What follows belongs to an exercise in optimizing a design on an open flow for small area and a short achievable clock period; a production flow would make more cautious choices. No run shown here included a check of the RTL's function; only the layout flow was run. Power and IR drop assume default switching activity.

`run.sh`:
```
#!/bin/bash
# synth_recipe.tcl (not shown) runs the flow's synth.tcl, then flattens the netlist and writes it again
# the make line also repeats each setting of config.mk as NAME=value (left out here)
make -C /OpenROAD-flow-scripts/flow DESIGN_CONFIG=/design/flow/config.mk WORK_HOME=/design/flow/orfs CLKGATE_MAP_FILE= SYNTH_SCRIPT=/design/flow/synth_recipe.tcl finish
```
`config.mk`:
```
export PLATFORM = sky130hd
export DESIGN_NAME = maxpool_new
export DESIGN_NICKNAME = maxpool_new
export VERILOG_FILES = /design/flow/design.v
export SDC_FILE = /design/flow/constraint.sdc
export NUM_CORES = 4
export LEC_CHECK = 0
export CAP_MARGIN = 20
export CORE_MARGIN = 2
export CORE_UTILIZATION = 40
export SLEW_MARGIN = 20
```
`constraint.sdc`:
```
create_clock -name core_clock -period 25.0 [get_ports {clk}]
set_input_delay 5.0000 -clock core_clock [delete_from_list [all_inputs] [get_ports {clk}]]
set_output_delay 5.0000 -clock core_clock [all_outputs]
set_load 0.01 [all_outputs]
```
`design.v`:
```
module maxpool_new(
	input [4:0] stride,
	input  maxpool_enable,
	output reg [18:0] address1 , write_address,
	output reg maxpool_done, patch_end,
	input clk ,
	input reset,
	input [9:0]  w1 ,h1,
	input [4:0] w2,h2,
	output [9:0] width, height
    );
reg [9:0] w1r;
reg [4:0] w2m1, h2m1, sr;
reg [4:0]  hi, vi;       
reg [9:0]  Hn;           
reg [18:0] R;            
reg [18:0] N;            
reg [9:0]  Vrem;         
reg [9:0]  qw;           
reg [4:0]  rw;           
reg        wvalid;       
reg [9:0]  qh;           
reg [4:0]  rh;           
assign width  = wvalid ? qw : 10'd0;
assign height = maxpool_done ? qh : 10'd0;
wire [18:0] a_n, R_n, N_n, wa_n;
wire [4:0]  hi_n, vi_n, rw_n, rh_n;
wire [9:0]  Hn_n, Vrem_n, qw_n, qh_n;
wire        done_n, pe_n;
wire        u_run, u_vi, u_pend, u_rowend, u_ncap, u_w;
maxpool_next nx (
	.w1r(w1r), .w2m1(w2m1), .h2m1(h2m1), .sr(sr),
	.address1(address1), .write_address(write_address), .maxpool_done(maxpool_done),
	.hi(hi), .vi(vi), .Hn(Hn), .R(R), .N(N), .Vrem(Vrem),
	.qw(qw), .rw(rw), .wvalid(wvalid), .qh(qh), .rh(rh),
	.a_n(a_n), .R_n(R_n), .N_n(N_n), .wa_n(wa_n), .hi_n(hi_n), .vi_n(vi_n), .rw_n(rw_n), .rh_n(rh_n),
	.Hn_n(Hn_n), .Vrem_n(Vrem_n), .qw_n(qw_n), .qh_n(qh_n), .done_n(done_n), .pe_n(pe_n),
	.u_run(u_run), .u_vi(u_vi), .u_pend(u_pend), .u_rowend(u_rowend), .u_ncap(u_ncap), .u_w(u_w)
);
always @(posedge clk) begin
	w1r  <= w1;
	w2m1 <= w2 - 5'd1;
	h2m1 <= h2 - 5'd1;
	sr   <= stride;
end
always @(posedge clk) begin
	if (reset) begin
		address1 <= 19'd0;
		write_address <= 19'd0;
		maxpool_done <= 1'b0;
		patch_end <= 1'b0;
		hi <= 5'd0;
		vi <= 5'd0;
		Hn <= {5'd0, stride};
		R <= 19'd0;
		Vrem <= h1;
		qw <= 10'd0;
		rw <= 5'd0;
		wvalid <= 1'b0;
		qh <= 10'd0;
		rh <= 5'd0;
	end else if (maxpool_enable) begin
		patch_end <= pe_n;
		if (u_run) begin
			address1 <= a_n;
			hi <= hi_n;
			maxpool_done <= done_n;
		end
		if (u_vi) vi <= vi_n;
		if (u_pend) begin
			write_address <= wa_n;
			Hn <= Hn_n;
		end
		if (u_w) begin
			qw <= qw_n;
			rw <= rw_n;
		end
		if (u_rowend) begin
			R <= R_n;
			Vrem <= Vrem_n;
			qh <= qh_n;
			rh <= rh_n;
			wvalid <= 1'b1;
		end
	end
end
always @(posedge clk) begin
	if (maxpool_enable & u_ncap) N <= N_n;
end
endmodule
module maxpool_next(
	input [9:0]  w1r,
	input [4:0]  w2m1, h2m1, sr,
	input [18:0] address1, write_address,
	input        maxpool_done,
	input [4:0]  hi, vi,
	input [9:0]  Hn,
	input [18:0] R, N,
	input [9:0]  Vrem,
	input [9:0]  qw,
	input [4:0]  rw,
	input        wvalid,
	input [9:0]  qh,
	input [4:0]  rh,
	output [18:0] a_n, R_n, N_n, wa_n,
	output [4:0]  hi_n, vi_n, rw_n, rh_n,
	output [9:0]  Hn_n, Vrem_n, qw_n, qh_n,
	output        done_n, pe_n,
	output        u_run, u_vi, u_pend, u_rowend, u_ncap, u_w
);
wire [9:0]  D1      = w1r - {5'd0, w2m1};          
wire        wrap    = (hi == w2m1);
wire        vlast   = (vi == h2m1);
wire        pend    = wrap & vlast;
wire        lastwin = (Hn >= D1);                  
wire        rowend  = pend & lastwin;
wire [4:0]  vi1     = vi + 5'd1;
wire        firstw  = (Hn == {5'd0, sr});          
wire [18:0] a_step  = address1 + (wrap ? {9'd0, D1} : 19'd1);
wire [18:0] r_sum   = R + {9'd0, Hn};
wire        ncap    = wrap & (vi1 == sr) & firstw;
assign u_run    = ~maxpool_done;
assign u_vi     = u_run & wrap;
assign u_pend   = u_run & pend;
assign u_rowend = u_run & rowend;
assign u_ncap   = u_run & ncap;
assign u_w      = u_pend & ~wvalid;
assign N_n  = a_step;
assign R_n  = ncap ? a_step : N;
assign a_n  = rowend ? R_n : pend ? r_sum : a_step;
assign hi_n = wrap ? 5'd0 : hi + 5'd1;
assign vi_n = vlast ? 5'd0 : vi1;
assign wa_n = write_address + 19'd1;
assign Hn_n = lastwin ? {5'd0, sr} : Hn + {5'd0, sr};
assign Vrem_n = Vrem - {5'd0, sr};
wire [5:0]  rw_t  = {1'b0, rw} + {1'b0, sr};
wire        rw_ge = (rw_t > {1'b0, w2m1});
assign rw_n = rw_ge ? rw_t[4:0] - w2m1 - 5'd1 : rw_t[4:0];
assign qw_n = qw + {9'd0, rw_ge};
wire [5:0]  rh_t  = {1'b0, rh} + {1'b0, sr};
wire        rh_ge = (rh_t > {1'b0, h2m1});
assign rh_n = rh_ge ? rh_t[4:0] - h2m1 - 5'd1 : rh_t[4:0];
assign qh_n = qh + {9'd0, rh_ge};
assign done_n = rowend ? (Vrem == {5'd0, sr})
                       : (wrap & ~vlast & firstw & ({5'd0, vi1} == Vrem));
assign pe_n = u_pend;
endmodule
```
==> summary.txt, run 1 <==
Status
  • Status: no timing/DRC/antenna violations

Drt
  • First-pass DRT Iterations: 5
  • Via count: 8517
  • Vias per Instance: 5.297
  • WL final: 26.33 mm
  • DR iter-0 viols: 512
  • Wirelength per Cell: 16.37 µm
  • Detail Route Antenna Nets: 0
  • Residual DRC count: 0

Place
  • HPWL Detailed: 19.35 mm
  • DP Area: 11370 µm²
  • PortBufs: 97
  • Placed cells: 1576
  • Placer Congestion: 0.8369

Final layout
  • Cell Count, Final, Fillers Out: 1608
  • Post-route cell area: 11980 µm²
  • Nets: 1388
  • Commonest cells after routing, fill and taps aside: dfxtp_1, nand2_1, nor2_1
  • Fillers: 2462
  • Layout cells sized above 1: 4.851%
  • Most common cell after layout, fill and taps aside: dfxtp_1
  • Area grow syn2layout: 18.57%
  • Antenna cells: 0
  • Final core occ: 48.01%

CTS
  • Root buffer cell: clkbuf_16
  • CTS buffer count: 17
  • CTS max path bufs: 2
  • Worst-skew pair later-pin latency: 440 ps
  • Reg clk slew, reported paths: 70 ps
  • TritonCTS clock tree: built
  • H-tree levels: 4
  • Post-CTS resize count: 0
  • Hold buffers post-CTS: 0
  • Post-CTS setup buffer count: 0
  • Clk sink count: 164

Synthesis
  • Yosys warnings: 1
  • Synth area leader: dfxtp_1
  • Mapped Nets: 1311
  • Main synth FF type: dfxtp_1
  • Cells after synthesis: 1188
  • Asr flop ratio synth: 0%
  • Distinct cells, synth: 66
  • Seq/Total Area, Yosys: 35.85%
  • Synth area leaders: dfxtp_1, edfxtp_1, ha_1
  • Number of flops mapped to enable cells by yosys: 34
  • Post-synth top area share: 25.75%
  • Synthesized area per cell: 8.508 µm²
  • #FFs+latches synth: 164
  • Post-Syn Area: 10110 µm²

STA
  • Relative slew margins: 26.35%
  • RSZ-0062 raised after global routing: false
  • Final hold violations: 0
  • Final TNS setup: 0 ps
  • Worst slew pin tran: 1096 ps
  • Min Clock Period, post-route: 7784 ps
  • Final period util: 31.14%
  • Clock Skews: 10.15 ps
  • Final setup vio count: 0
  • Fin. max-slew vios: 0
  • Fmax: 0.1285 GHz

Global routing
  • Top Usage Layer GRT: met2
  • Largest net degree at the start of global routing: 88
  • M1 GR Usage: 26.84%
  • Grt met2 use: 32.59%
  • First-pass GRT wire length: 41.83 mm
  • GR Layer Usage met3: 3.463%
  • Number of global-route vias before repair: 7989
  • Grt ovf: 0
  • Gr usage total: 19.96%
  • Antenna violations before repair: 0

Worst hold path
  • Hold WC Path Type: flip-flop to flip-flop
  • Worst Hold Depth: 2
  • Hold Crit Endpoint: R[2]
  • Hold wc startpoint: R[2]

Worst setup path
  • Crit path arrival time: 8140 ps
  • R2r endpoint: address1[13]
  • Worst R2R Setup Slack: 19480 ps
  • Crit path launch: maxpool_enable
  • Req. time, crit path: 25350 ps
  • CP Max Fanout: 27
  • Reg-to-reg startpoint: w2m1[1]
  • Worst Setup End Kind: flip-flop
  • Setup CP Type: input port to flip-flop
  • Reg2Reg Depth: 18
  • Critical path launch point type: input port

Pwr
  • Power density over the cells: 54.12 nW/µm²
  • P_leak: 4.653 nW
  • Peak VDD IR: 0.04045 mV

Floorplan
  • CORE AREA: 24960 µm²
  • Die W: 163.0 µm
  • Die Y-Extent: 163.0 µm
  • Initial Util: 40.49%
  • Die area: 26560 µm²
  • Core Rows: 58
  • I/O pin total: 98

Flow run
  • Max Cap Viol: 0
==> cells in the mapped netlist (all sizes together) (4+ instances only) <==
library cell,number
nand4,14
a21oi,100
o21a,6
o21ai,75
mux2,9
nor4,9
o31ai,6
or4,5
and3,8
buf,9
nor2,106
nor3b,4
a31oi,4
dfxtp,130
a21o,19
o211ai,13
nor3,23
fa,9
clkbuf,36
nor2b,13
nand2,122
and2,25
mux2i,8
edfxtp,34
nand2b,17
a22oi,6
nand3,25
or2,6
inv,75
or3,18
o22ai,7
xor2,54
ha,76
xnor2,64
a41oi,4
a211oi,18
==> flip-flops by register name, summed over array words and instances (netlist names) <==
name,cells
wvalid,1
rw,5
N,19
Vrem,10
h2m1,5
qh,10
write_address,19
patch_end,1
qw,10
rh,5
maxpool_done,1
w1r,10
vi,5
Hn,10
R,19
address1,19
hi,5
sr,5
w2m1,5
==> layer usage <==
layer  part of all wire [%]  routed length, µm  vias to the layer above
li1                       -                  -                     4290
met1                     47              12470                     4002
met2                     47              12250                      192
met3                    4.2               1112                       33
met4                    1.9                503                        0
met5                      0                  0                        -
==> metrics by stage <==
step / total power [mW] / hold slack (ps) / setup WS [ps]
global route: 0.6754 / 490.5 / 17060
finish: 0.6486 / 465.7 / 17220
CTS: 0.6543 / 466.8 / 17250
global placement: 0.3778 / 451.0 / 16880
floorplan: 0.3519 / 440.6 / 17930
detailed placement: 0.3791 / 457.7 / 16790
==> report_power, final <==
part | total [mW] | internal (mW) | switching [mW] | leakage, nW
sequential | 0.285 | 0.278 | 0.00775 | 1.38
clock | 0.275 | 0.158 | 0.118 | 0.292
combinational | 0.0880 | 0.0392 | 0.0489 | 2.98
total | 0.649 | 0.474 | 0.174 | 4.65
==> cell families (layout without fill, tap and decap cells) <==
family                   Yosys count  in the layout  synth area share [%]
AO/OA/AOI/OAI                    279            279                 16.69
XOR/XNOR                         118            118                 10.30
adder cells (fa/ha/maj)           85             85                 11.19
buffers and inverters            120            210                 4.543
flip-flops                       164            164                 35.85
multiplexers                      17             17                 1.795
AND/OR/NAND/NOR                  405            405                 19.63
==> how the worst max path moves through the flow <==
stage                         to  slack, ps  cells past startpoint
CTS                 address1[18]      17250                     10
detailed placement  address1[18]      16790                     10
floorplan                Vrem[0]      17930                      6
finish              address1[18]      17220                     10
global placement    address1[18]      16880                     10
global route        address1[18]      17060                     10
==> area by class of cell <==
type	instances	area [µm²]	share of cell area [%]
multi-input cells	904	6042	50.42
flip-flops and latches	164	3623	30.24
repair buffers	103	1013	8.457
clock buffers	20	467.9	3.905
well taps	330	412.9	3.445
inverters	75	281.5	2.349
clock inverters	12	142.6	1.190
==> critical path: stages <==
cell             delay [ps]
clkdlybuf4s50_1         550
nand2b_1                 80
buf_4                   230
or4_4                   620
a211oi_4                660
buf_4                   370
and2_1                  230
a22o_1                  140
a21oi_1                  40
o2bb2ai_1               190
==> run 2, diff against run 1 <==
--- a/config.mk
+++ b/config.mk
@@ -10,2 +10,3 @@
 export CORE_UTILIZATION = 40
 export SLEW_MARGIN = 20
+export SYNTH_HIERARCHICAL = 1
==> run 2 against run 1 <==
Effect of this change:
- clock power fell by 6%
- count of clock-buffer cells in the layout increased by 1
- wire length grew 6.3%
- power fell by 1.9%
- largest power group unchanged
- critical path depth down 7
- synthesized cell count is 11% higher
- critical endpoint is now Vrem[6]
- sequential share of layout area is 2.7 points lower
- synthesized area grew 14%
==> summary.txt, run 2 <==
Status
  • Status: no timing/DRC/antenna violations

Final layout
  • Fillers: 2880 (+17%)
  • Cell Count, Final, Fillers Out: 1755 (+9.1%)
  • Layout cells sized above 1: 12.55% (+7.7 points)
  • Most common cell after layout, fill and taps aside: nand3_1
  • Antenna cells: 0 (unchanged)
  • Area grow syn2layout: 14.30%
  • Commonest cells after routing, fill and taps aside: nand3_1, a21oi_1, dfxtp_1
  • Nets: 1481 (+6.7%)

Synthesis
  • Post-Syn Area: 11520 µm² (+14%)
  • Commonest cells in the netlist: nand3_1, a21oi_1, dfxtp_1, a21bo_2, ha_1
  • Mapped Nets: 1437 (+9.6%)
  • #FFs+latches synth: 164 (unchanged)
  • Most frequent cell after synthesis: nand3_1
  • Post-synth top area share: 22.60% (-3.2 points)
  • Synthesized area per cell: 8.765 µm² (+3.0%)
  • Asr flop ratio synth: 0% (unchanged)
  • Yosys warnings: 7 (+6)
  • Main synth FF type: dfxtp_1
  • Synth area leaders: dfxtp_1, edfxtp_1, a21bo_2
  • Number of flops mapped to enable cells by yosys: 34 (unchanged)
  • Seq/Total Area, Yosys: 31.46% (-4.4 points)
  • Cells after synthesis: 1314 (+11%)
  • Distinct cells, synth: 72 (+9.1%)
  • Synth area leader: dfxtp_1

Drt
  • Vias per Instance: 5.372 (+1.4%)
  • Detail Route Antenna Nets: 0 (unchanged)
  • DR iter-0 viols: 503 (-1.8%)
  • WL final: 27.99 mm (+6.3%)
  • First-pass DRT Iterations: 5 (unchanged)
  • Wirelength per Cell: 15.95 µm (-2.6%)
  • Via count: 9428 (+11%)
  • Residual DRC count: 0 (unchanged)

CTS
  • TritonCTS clock tree: built
  • Clk sink count: 164 (unchanged)
  • Worst-skew pair later-pin latency: 430 ps (about the same)
  • Post-CTS resize count: 0 (unchanged)
  • Reg clk slew, reported paths: 70 ps (about the same)
  • Post-CTS setup buffer count: 0 (unchanged)
  • Root buffer cell: clkbuf_16
  • Hold buffers post-CTS: 0 (unchanged)
  • CTS buffer count: 17 (unchanged)
  • CTS max path bufs: 2 (unchanged)
  • H-tree levels: 4 (unchanged)

STA
  • Relative slew margins: 29.22% (+2.9 points)
  • Min Clock Period, post-route: 6886 ps (-898.3 ps)
  • Final period util: 27.54% (-3.6 points)
  • Final TNS setup: 0 ps (unchanged)
  • Fmax: 0.1452 GHz (+13%)
  • RSZ-0062 raised after global routing: false
  • Final setup vio count: 0 (unchanged)
  • Worst setup margin: 18110 ps (+898.3 ps)
  • Final hold violations: 0 (unchanged)
  • Fin. max-slew vios: 0 (unchanged)
  • Clock Skews: 12.14 ps (+1.986 ps)
  • Worst slew pin tran: 1062 ps (-34.60 ps)

Worst setup path
  • Reg2Reg Depth: 17 (-1)
  • Worst Setup End Kind: flip-flop
  • Req. time, crit path: 25080 ps (-270 ps)
  • Crit path arrival time: 6970 ps (-1170 ps)
  • Setup CP Type: input port to flip-flop
  • CP Max Fanout: 119 (+340%)
  • Worst R2R Setup Slack: 20140 ps (+660 ps)
  • Critical path launch point type: input port
  • R2r endpoint: R[18]
  • Reg-to-reg startpoint: w2m1[0]

Floorplan
  • Die Y-Extent: 173.7 µm (+6.6%)
  • Core Rows: 62 (+6.9%)
  • Initial Util: 40.34% (-0.14 points)
  • I/O pin total: 98 (unchanged)
  • CORE AREA: 28550 µm² (+14%)
  • Die area: 30170 µm² (+14%)
  • Die W: 173.7 µm (+6.6%)

Worst hold path
  • Worst Hold Depth: 2 (unchanged)
  • Hold wc startpoint: patch_end
  • Hold WC Path Type: flip-flop to flip-flop
  • Hold Crit Endpoint: patch_end

Global routing
  • Largest net degree at the start of global routing: 120 (+36%)
  • Number of global-route vias before repair: 9023 (+13%)
  • Antenna violations before repair: 0 (unchanged)
  • Gr usage total: 18.64% (-1.3 points)
  • Grt ovf: 0 (unchanged)
  • First-pass GRT wire length: 45.99 mm (+9.9%)

Pwr
  • Peak VDD IR: 0.03549 mV (-12%)
  • Power density over the cells: 48.32 nW/µm² (-11%)
  • P_leak: 5.266 nW (+13%)

Place
  • Placement Setup Slack: 17640 ps (+852.9 ps)
  • PortBufs: 97 (unchanged)
  • HPWL Detailed: 20.04 mm (+3.6%)
  • Placer Congestion: 0.8557 (+2.2%)
  • Placed cells: 1723 (+9.3%)

Flow run
  • Max Cap Viol: 0 (unchanged)
-- run 2: changes by cell type in the layout (fill, tap and decap cells not counted), moves of 10 or more --
cell,change
o21ai_0,-38
nand2b_1,-10
nand2_1,-59
a21oi_1,+37
a211oi_1,-11
a21bo_2,+99
nor2_1,-51
o211ai_1,-10
nand3_1,+117
mux2_2,+10
or3_1,-15
-- run 2: worst max path at each step --
| stage | from | endpoint | slack (ps) | cells past startpoint |
|---|---|---|---|---|
| finish | maxpool_enable | Vrem[6] | 18110 | 3 |
| global route | maxpool_enable | Vrem[4] | 17910 | 3 |
| CTS | maxpool_enable | Vrem[6] | 18110 | 3 |
| detailed placement | maxpool_enable | Vrem[5] | 17640 | 3 |
| global placement | maxpool_enable | Vrem[5] | 17720 | 3 |
| floorplan | maxpool_enable | N[0] | 18760 | 3 |
-- run 2: layer usage --
metal	vias up	share of wire [%]	global-route usage [%]
li1	4755	-	-
met4	0	1.9	5.287
met5	-	0	0
met3	31	2.9	3.158
met1	4480	46	23.72
met2	162	49	32.50
-- run 2: modules after synthesis (local to each module, per instance) --
module        cells inside  flip-flops and latches  times used
maxpool_next           719                       0           1
maxpool_new            595                     164           1
-- run 2: worst max-delay path: stages --
cell and delay (ps):
buf_6 600, buf_4 830, a21o_1 450
-- run 2: where the power goes --
part	switching, mW	leakage [nW]	total (mW)	internal (mW)
clock	0.115	0.282	0.258	0.143
sequential	0.00800	1.39	0.286	0.278
combinational	0.0507	3.60	0.0924	0.0417
total	0.174	5.27	0.636	0.463
-- run 2: cells by family (layout without fill, tap and decap cells) --
family / Yosys count / in the layout / synth area share, %
XOR/XNOR: 125 / 125 / 9.571
flip-flops: 164 / 164 / 31.46
AO/OA/AOI/OAI: 382 / 382 / 23.62
AND/OR/NAND/NOR: 372 / 372 / 16.31
buffers and inverters: 155 / 212 / 6.225
adder cells (fa/ha/maj): 85 / 85 / 9.821
multiplexers: 31 / 31 / 2.998
-- run 2: layout make-up --
| class | instances | area, µm² | share of cell area (%) |
|---|---|---|---|
| clock buffer | 21 | 460.4 | 3.498 |
| clock inverter | 11 | 101.3 | 0.7699 |
| inverter | 75 | 281.5 | 2.139 |
| multi-input combinational | 995 | 7187 | 54.60 |
| sequential | 164 | 3623 | 27.53 |
| tap | 384 | 480.5 | 3.650 |
| timing repair buffer | 105 | 1030 | 7.822 |
-- run 2: per-stage QoR --
step	area (µm²)	power (mW)	util, %	hold slack [ps]
after floorplan	11520	0.3589	-	531.2
after global placement	12600	0.3826	44.14	546.7
after detailed placement	12600	0.3840	44.14	547.1
after CTS	13160	0.6449	46.11	559.9
after global routing	13160	0.6666	46.11	581.5
final	13160	0.6361	46.11	549.9

-- what the ideal ports hide --
In the flow no input, the clock included, has a driving cell. The finished layouts below were timed again as built, in two steps. Step 1 (the two cells are an assumption about what drives the block):
set clk [get_ports {clk}]
set_driving_cell -lib_cell sky130_fd_sc_hd__clkbuf_16 $clk
set_driving_cell -lib_cell sky130_fd_sc_hd__buf_2 [delete_from_list [all_inputs] $clk]
Step 2 adds t to the input delays and takes it off the output delays; t is the mean of the earliest and latest rising clock arrival at the registers after step 1. Input paths then give back, and output paths get back, about the clock's delay inside the block. Three values: no drivers, after step 1, after step 2; two values: the first two.
| run | shift t [ns] | setup WS [ns] | hold slack, ns | worst setup path after step 2 |
|---|---|---|---|---|
| run 1 | 0.482 | 17.216 / 17.232 / 16.750 | 0.466 / 0.466 / 0.466 | input to register |
| run 2 | 0.473 | 18.114 / 18.122 / 17.649 | 0.550 / 0.550 / 0.550 | input to register |
After both steps every run listed still meets setup and hold. The setup slack of run 1, which loses most, moves by +0.016 ns with the drivers and by -0.466 ns with both steps.
